From an optimization exercise on the open Yosys and OpenROAD flow, aimed at small area, a short achievable clock period and few clock cycles per item; shortcuts taken in it are not production practice. The RTL was checked by simulation tests, not by an equivalence proof against the original design.

==> flow/design.v <==
module rom (
	input  [2:0]  addr,
	output [15:0] q
);
	assign q = (addr == 3'd0) ? 16'ha062 : (addr == 3'd1) ? 16'h04ea :
	           (addr == 3'd2) ? 16'hdbba : (addr == 3'd3) ? 16'h4042 :
	           (addr == 3'd4) ? 16'hbfbe : (addr == 3'd5) ? 16'h2446 :
	           (addr == 3'd6) ? 16'hfb16 : 16'h5f9e;
endmodule
module cordic_core (
	input             clk, rst, en,
	input      [15:0] z,
	input      [15:0] q,
	output     [2:0]  addr,
	output reg        done,
	output     [15:0] x, y
);
	reg               busy;
	reg        [3:0]  m;       
	reg signed [15:0] xr, yr, zr;
	reg               inr;     
	reg               dn;      
	reg        [2:0]  kd;      
	reg        [3:0]  zs;      
	wire accept = en & ~busy;
	wire inr_v  = (zr[15:10] == 6'b000000) | (zr[15:10] == 6'b111111);
	function lt;
		input [15:0] a, c;
		integer i;
		begin
			lt = 1'b0;
			for (i = 0; i < 16; i = i + 1)
				if (c[i] ^ (i == 15))
					lt = ~(a[i] ^ (i == 15)) | lt;
				else
					lt = ~(a[i] ^ (i == 15)) & lt;
		end
	endfunction
	wire d0 = z[15];
	wire d1 = d0 ? lt(z, -16'sd12868) : lt(z, 16'sd12868);
	wire d2 = d0 ? (d1 ? lt(z, -16'sd20464) : lt(z, -16'sd5272))
	             : (d1 ? lt(z,  16'sd5272)  : lt(z,  16'sd20464));
	wire [15:0] x2 = (d1 == d0) ? (d0 ? 16'h136e : 16'h136f) : (d0 ? 16'h3a4c : 16'h3a4b);
	wire [15:0] y2 = d1 ? (d0 ? 16'hc5b5 : 16'h136f) : (d0 ? 16'hec91 : 16'h3a4b);
	wire signed [15:0] yc = yr ^ {16{~dn}};
	wire signed [15:0] xc = xr ^ {16{dn}};
	wire signed [15:0] yc2 = yc >>> 2;
	wire signed [15:0] xc2 = xc >>> 2;
	wire        [15:0] oy = yc2 >>> m;
	wire        [15:0] ox = xc2 >>> m;
	wire        [15:0] qa = ({16{zs[1]}} & 16'h07f5) | ({16{zs[2]}} & 16'h03ff);
	wire        [15:0] oz = zs[0] ? q : (qa ^ {16{~dn}});
	wire               cz = ~zs[0] & ~dn;
	wire        [16:0] sx = {xr, 1'b1} + {oy, ~dn};
	wire        [16:0] sy = {yr, 1'b1} + {ox, dn};
	wire        [16:0] sz = {zr, 1'b1} + {oz, cz};
	always @(posedge clk) begin
		if (accept) begin
			xr <= x2;
			yr <= y2;
			zr <= z;
			dn <= d2;
			m  <= 4'd0;
			zs <= 4'b0001;
		end else begin
			xr <= sx[16:1];
			yr <= sy[16:1];
			zr <= (|zs[2:0]) ? sz[16:1] : {zr[15], zr[13:0], 1'b0};
			m  <= m + 4'd1;
			zs <= {zs[2:0], 1'b0};
			if (|zs[2:0])
				dn <= sz[16];
			else if (zs[3] ? inr_v : inr)
				dn <= ~zr[9];
			else
				dn <= zr[15];
		end
		if (zs[3])
			inr <= inr_v;
		kd <= {d2, d1, d0};    
	end
	always @(posedge clk, posedge rst) begin
		if (rst) begin
			busy <= 1'b0;
			done <= 1'b0;
		end else begin
			busy <= accept | (busy & (m != 4'd12));
			done <= busy & (m == 4'd12);
		end
	end
	assign addr = kd;
	assign x = xr;
	assign y = yr;
endmodule
module cordic (
	input                clk, rst, en,
	output               done,
	input  signed [15:0] z,
	output signed [15:0] x, y
);
	wire [2:0]  rom_addr;
	wire [15:0] rom_data;
	cordic_core u_cordic_core (
		.clk(clk), .rst(rst), .en(en), .z(z),
		.addr(rom_addr), .q(rom_data),
		.done(done), .x(x), .y(y)
	);
	rom u_rom (.addr(rom_addr), .q(rom_data));
endmodule
==> flow/flow/run.sh <==
#!/bin/bash
# The standard layout (the standard.sh, standard synthesis unchanged),
# with two changes to how the layout is made:
# - the port buffers that global placement inserts are the smallest buffer
#   cell instead of the resizer's default pick (every input and output port
#   still gets its own buffer);
# - clock tree synthesis clusters the clock sinks into larger groups, so the
#   small register count is reached through fewer clock buffers.
set -e
cp standard.sh standard.sh.log
export BUFFER_PORTS_ARGS="-buffer_cell sky130_fd_sc_hd__buf_1"
export CTS_ARGS="-sink_clustering_enable -repair_clock_nets -sink_clustering_size 64 -sink_clustering_max_diameter 500 -sink_clustering_levels 1 -buf_list sky130_fd_sc_hd__clkbuf_8"
bash standard.sh > standard.log 2>&1
==> flow/standard.sh <==
#!/bin/bash
# synth_recipe.tcl (not shown) runs the flow's synth.tcl, then flattens the netlist and writes it again
# the make line also repeats each setting of config.mk as NAME=value (left out here)
make -C /OpenROAD-flow-scripts/flow DESIGN_CONFIG=/design/flow/config.mk WORK_HOME=/design/flow/orfs CLKGATE_MAP_FILE= SYNTH_SCRIPT=/design/flow/synth_recipe.tcl "${@:-finish}"
==> flow/config.mk <==
export PLATFORM = sky130hd
export DESIGN_NAME = cordic
export DESIGN_NICKNAME = cordic
export VERILOG_FILES = /design/flow/design.v
export SDC_FILE = /design/flow/constraint.sdc
export NUM_CORES = 4
export LEC_CHECK = 0
export ABC_AREA = 1
export CAP_MARGIN = 20
export CORE_MARGIN = 2
export CORE_UTILIZATION = 60
export GPL_TIMING_DRIVEN = 1
export SETUP_SLACK_MARGIN = 2.8
export SLEW_MARGIN = 20
==> flow/constraint.sdc <==
create_clock -name core_clock -period 6.0 [get_ports {clk}]
set_input_delay 1.2000 -clock core_clock [delete_from_list [all_inputs] [get_ports {clk}]]
set_output_delay 1.2000 -clock core_clock [all_outputs]
set_load 0.01 [all_outputs]
==> impl_metrics.env <==
export IMPL_start_kind="register"
export IMPL_finalSetupTns_ps=0
export IMPL_grt_usage=0.324
export IMPL_area_growth_syn_to_layout_pct=13.7
export IMPL_start_util=0.618
export IMPL_routed_wl_mm=18.0
export IMPL_grt_max_degree=41
export IMPL_clk_path_buf_depth=2
export IMPL_reg2reg_from="u_cordic_core.dn$_DFF_P_"
export IMPL_grt_pass1_vias=6077
export IMPL_report_final_slew_viol_count=0
export IMPL_hp_class="reg2reg"
export IMPL_cp_common_cell="nand2_1"
export IMPL_syn_avg_cell_area_um2=6.34
export IMPL_fp_coreArea_um2=9730
export IMPL_slowest_delay_ps=470
export IMPL_slew_headroom=0.268
export IMPL_first_pass_iters=5
export IMPL_setup_ws_ps=2940
export IMPL_hold_violations=0
export IMPL_multi_input_area_um2=4320
export IMPL_dieArea_um2=10800
export IMPL_tritoncts="built"
export IMPL_crit_start="u_cordic_core.dn$_DFF_P_"
export IMPL_finalCritPeriodShare=0.511
export IMPL_drtIter0Drc=517
export IMPL_clk_pin_slew_ps=80
export IMPL_routed_via_density=5.80
export IMPL_status="complete, no violations"
export IMPL_ys_seq_elements=63
export IMPL_syn_num_nets=1019
export IMPL_crit_type="reg2reg"
export IMPL_setup_viol=0
export IMPL_arrival_ps=3320
export IMPL_crit_fanout=7
export IMPL_antenna_found_initial=0
export IMPL_clock_latency_ps=370
export IMPL_final_util=0.703
export IMPL_cts_root_buf="clkbuf_8"
export IMPL_worst_pin_slew_ps=1090
export IMPL_numPortBuffers=51
export IMPL_io_pins=52
export IMPL_post_route_min_period_ps=3060
export IMPL_numCtsBuffers=9
export IMPL_register_area_um2=1300
export IMPL_die_w_um=104
export IMPL_dpl_hpwl_mm=13.3
export IMPL_htree_levels=3
export IMPL_drive_above_1_share=0.0963
export IMPL_ant_nets=0
export IMPL_fill_cells=899
export IMPL_worst_setup_path_endpoint="u_cordic_core.xr[8]$_DFF_P_"
export IMPL_antennaDiodeCount=0
export IMPL_reg2reg_depth=19
export IMPL_rsz0062_at_grt="yes"
export IMPL_crit_chain="buf_6 > xnor2_1 > nand2_1 > o21ai_1 > nand2_1 > o21ai_0 > o21ai_1 > o21ai_1 > ha_1 > a21oi_1 > nand2_2 > a21oi_4 > o21ai_2 > inv_1 > nor2_1 > nor2_1 > nand2_1 > nand3_1 > nand2_1"
export IMPL_hold_start="u_cordic_core.zs[1]$_SDFF_PP0_"
export IMPL_vias=6676
export IMPL_rows=36
export IMPL_drc=0
export IMPL_grt_pass1_wl_mm=28.7
export IMPL_hold_buffers=0
export IMPL_skew_ps=7.58
export IMPL_synth_edff_count=1
export IMPL_maxCapViolCount=0
export IMPL_slowest_stage="dfxtp_4"
export IMPL_worstSetupEndpointType="register"
export IMPL_yosysSeqAreaShare=0.213
export IMPL_cts_sinks=63
export IMPL_yosys_cell_types_count=47
export IMPL_fmax_mhz=326
export IMPL_required_ps=6260
export IMPL_nets=1083
export IMPL_r2r_slack_ps=2940
export IMPL_synthArstFlopShare=0.0317
export IMPL_yosys_most_used_dff="dfxtp_1"
export IMPL_syn_cell_area_um2=6010
export IMPL_postSynthCellCount=949
export IMPL_grt_overflow=0
export IMPL_dp_worst_setup_slack_ps=1900
export IMPL_wl_per_cell_um=15.7
export IMPL_place_gp_congestion=0.953
export IMPL_yosysWarnings=1
export IMPL_r2r_end="u_cordic_core.xr[8]$_DFF_P_"
export IMPL_die_h_um=104
==> worst min path at each step <==
stage                                      to  slack (ps)  cells after the start
6_report       u_cordic_core.zs[2]$_SDFF_PP0_         470                      2
3_3_place_gp   u_cordic_core.zs[2]$_SDFF_PP0_         450                      2
5_1_grt          u_cordic_core.busy$_DFF_PP0_         510                      2
2_1_floorplan  u_cordic_core.zs[3]$_SDFF_PP0_         430                      2
3_5_place_dp   u_cordic_core.zs[2]$_SDFF_PP0_         450                      2
4_1_cts        u_cordic_core.zs[2]$_SDFF_PP0_         460                      2
==> cells in the final DEF (no fill, tap or decap), types with 20 or more instances in the layout <==
cell type / synthesis / final
dfxtp_1: 60 / 56
nand3_1: 47 / 46
inv_1: 98 / 96
o21ai_1: 23 / 29
nand2_1: 250 / 248
xnor2_1: 24 / 20
buf_1: 1 / 51
ha_1: 48 / 48
nor2_1: 76 / 74
buf_4: 1 / 26
a21oi_1: 86 / 84
o21ai_0: 93 / 82
==> registers in the layout (all words and copies together), names as in the netlist <==
signal              cells
u_cordic_core.yr       16
u_cordic_core.zr       16
u_cordic_core.dn        1
u_cordic_core.xr       16
u_cordic_core.done      1
u_cordic_core.zs        4
u_cordic_core.kd        3
u_cordic_core.m         4
u_cordic_core.busy      1
u_cordic_core.inr       1
==> cells by family after synthesis <==
group                      synth area share
buffers and inverters                0.0934
DFF                                   0.213
muxes                               0.00832
xor gates and xnor gates             0.0668
AOI/OAI and AO/OA                     0.233
adders and majority gates             0.110
and+or+nand+nor                       0.275
==> layout make-up <==
| type | count | area share |
|---|---|---|
| timing repair inverter | 2 | 0.00220 |
| multi-input combinational | 756 | 0.631 |
| sequential | 63 | 0.190 |
| clock inverter | 5 | 0.00823 |
| clock buffer | 11 | 0.0221 |
| timing repair buffer | 80 | 0.0648 |
| tap | 133 | 0.0243 |
| inverter | 101 | 0.0576 |
==> metrics by stage <==
step / hold slack (ps) / cell area (um^2) / cells
5_1_grt: 505 / 6840 / 1151
2_1_floorplan: 431 / 6010 / 949
6_report: 466 / 6840 / 1151
3_3_place_gp: 448 / 6200 / 1106
3_5_place_dp: 451 / 6200 / 1106
4_1_cts: 465 / 6510 / 1130
==> Yosys cell counts (all sizes together), types with 13 or more instances <==
cell type / number / area, um^2
inv: 99 / 372
o21ai: 123 / 642
xor2: 20 / 175
a22oi: 13 / 97.6
nand3: 47 / 235
buf: 21 / 153
dfxtp: 60 / 1200
xnor2: 25 / 226
a21oi: 87 / 439
nand2: 252 / 951
ha: 48 / 601
nor2: 78 / 303
==> critical path: cells and delay by family, from the launching register on <==
family | cells | cell delay, ps
buf+inv | 2 | 260
simple gates | 8 | 580
compound gates | 7 | 1130
flops | 1 | 470
fa+ha+maj | 1 | 320
xor+xnor | 1 | 170
==> routing by layer <==
metal  part of all wire  up-vias  wire length (um)  global-route usage
met5                  0        -                 0                   0
met4              0.036        0               657               0.124
met3              0.050       49               898              0.0357
met2               0.50      241              9060               0.591
met1               0.41     3094              7410               0.388
li1                   -     3292                 -                   -
==> repair_timing <==
action | 4_1_cts | 5_1_grt
gates cloned | 2 | 1
resized for setup | 15 | 41
pin swaps | 0 | 6
setup buffers | 6 | 20
setup endpoints to repair | 36 | 22
Testbench counts, summed over its fixed seeds: cycles 33,600, items 2,400.

==> re-timing with driven ports <==
The flow's constraints put no driver on any port. The routed layout listed below was extracted and timed again, unchanged, in two steps.
Step 1: set_driving_cell puts a clkbuf_16 on clk and a buf_2 on each other input, an assumption about the parent block.
Step 2 also shifts input and output timing later by t, the mid clock arrival at the registers, as if the neighbouring blocks saw the same clock.
Slacks: ideal / step 1 / step 2; pairs: ideal / step 1.
t (ns): 0.397
slack for setup (ns): 2.937 / 2.937 / 2.632
hold slack, ns: 0.466 / 0.466 / 0.466
worst setup path after step 2: input to register
pins driven straight from the clock port: 1
After both steps setup and hold are still met in this run. For this run, drivers alone change the setup slack by 0.000 ns; drivers and shift together by -0.305 ns.
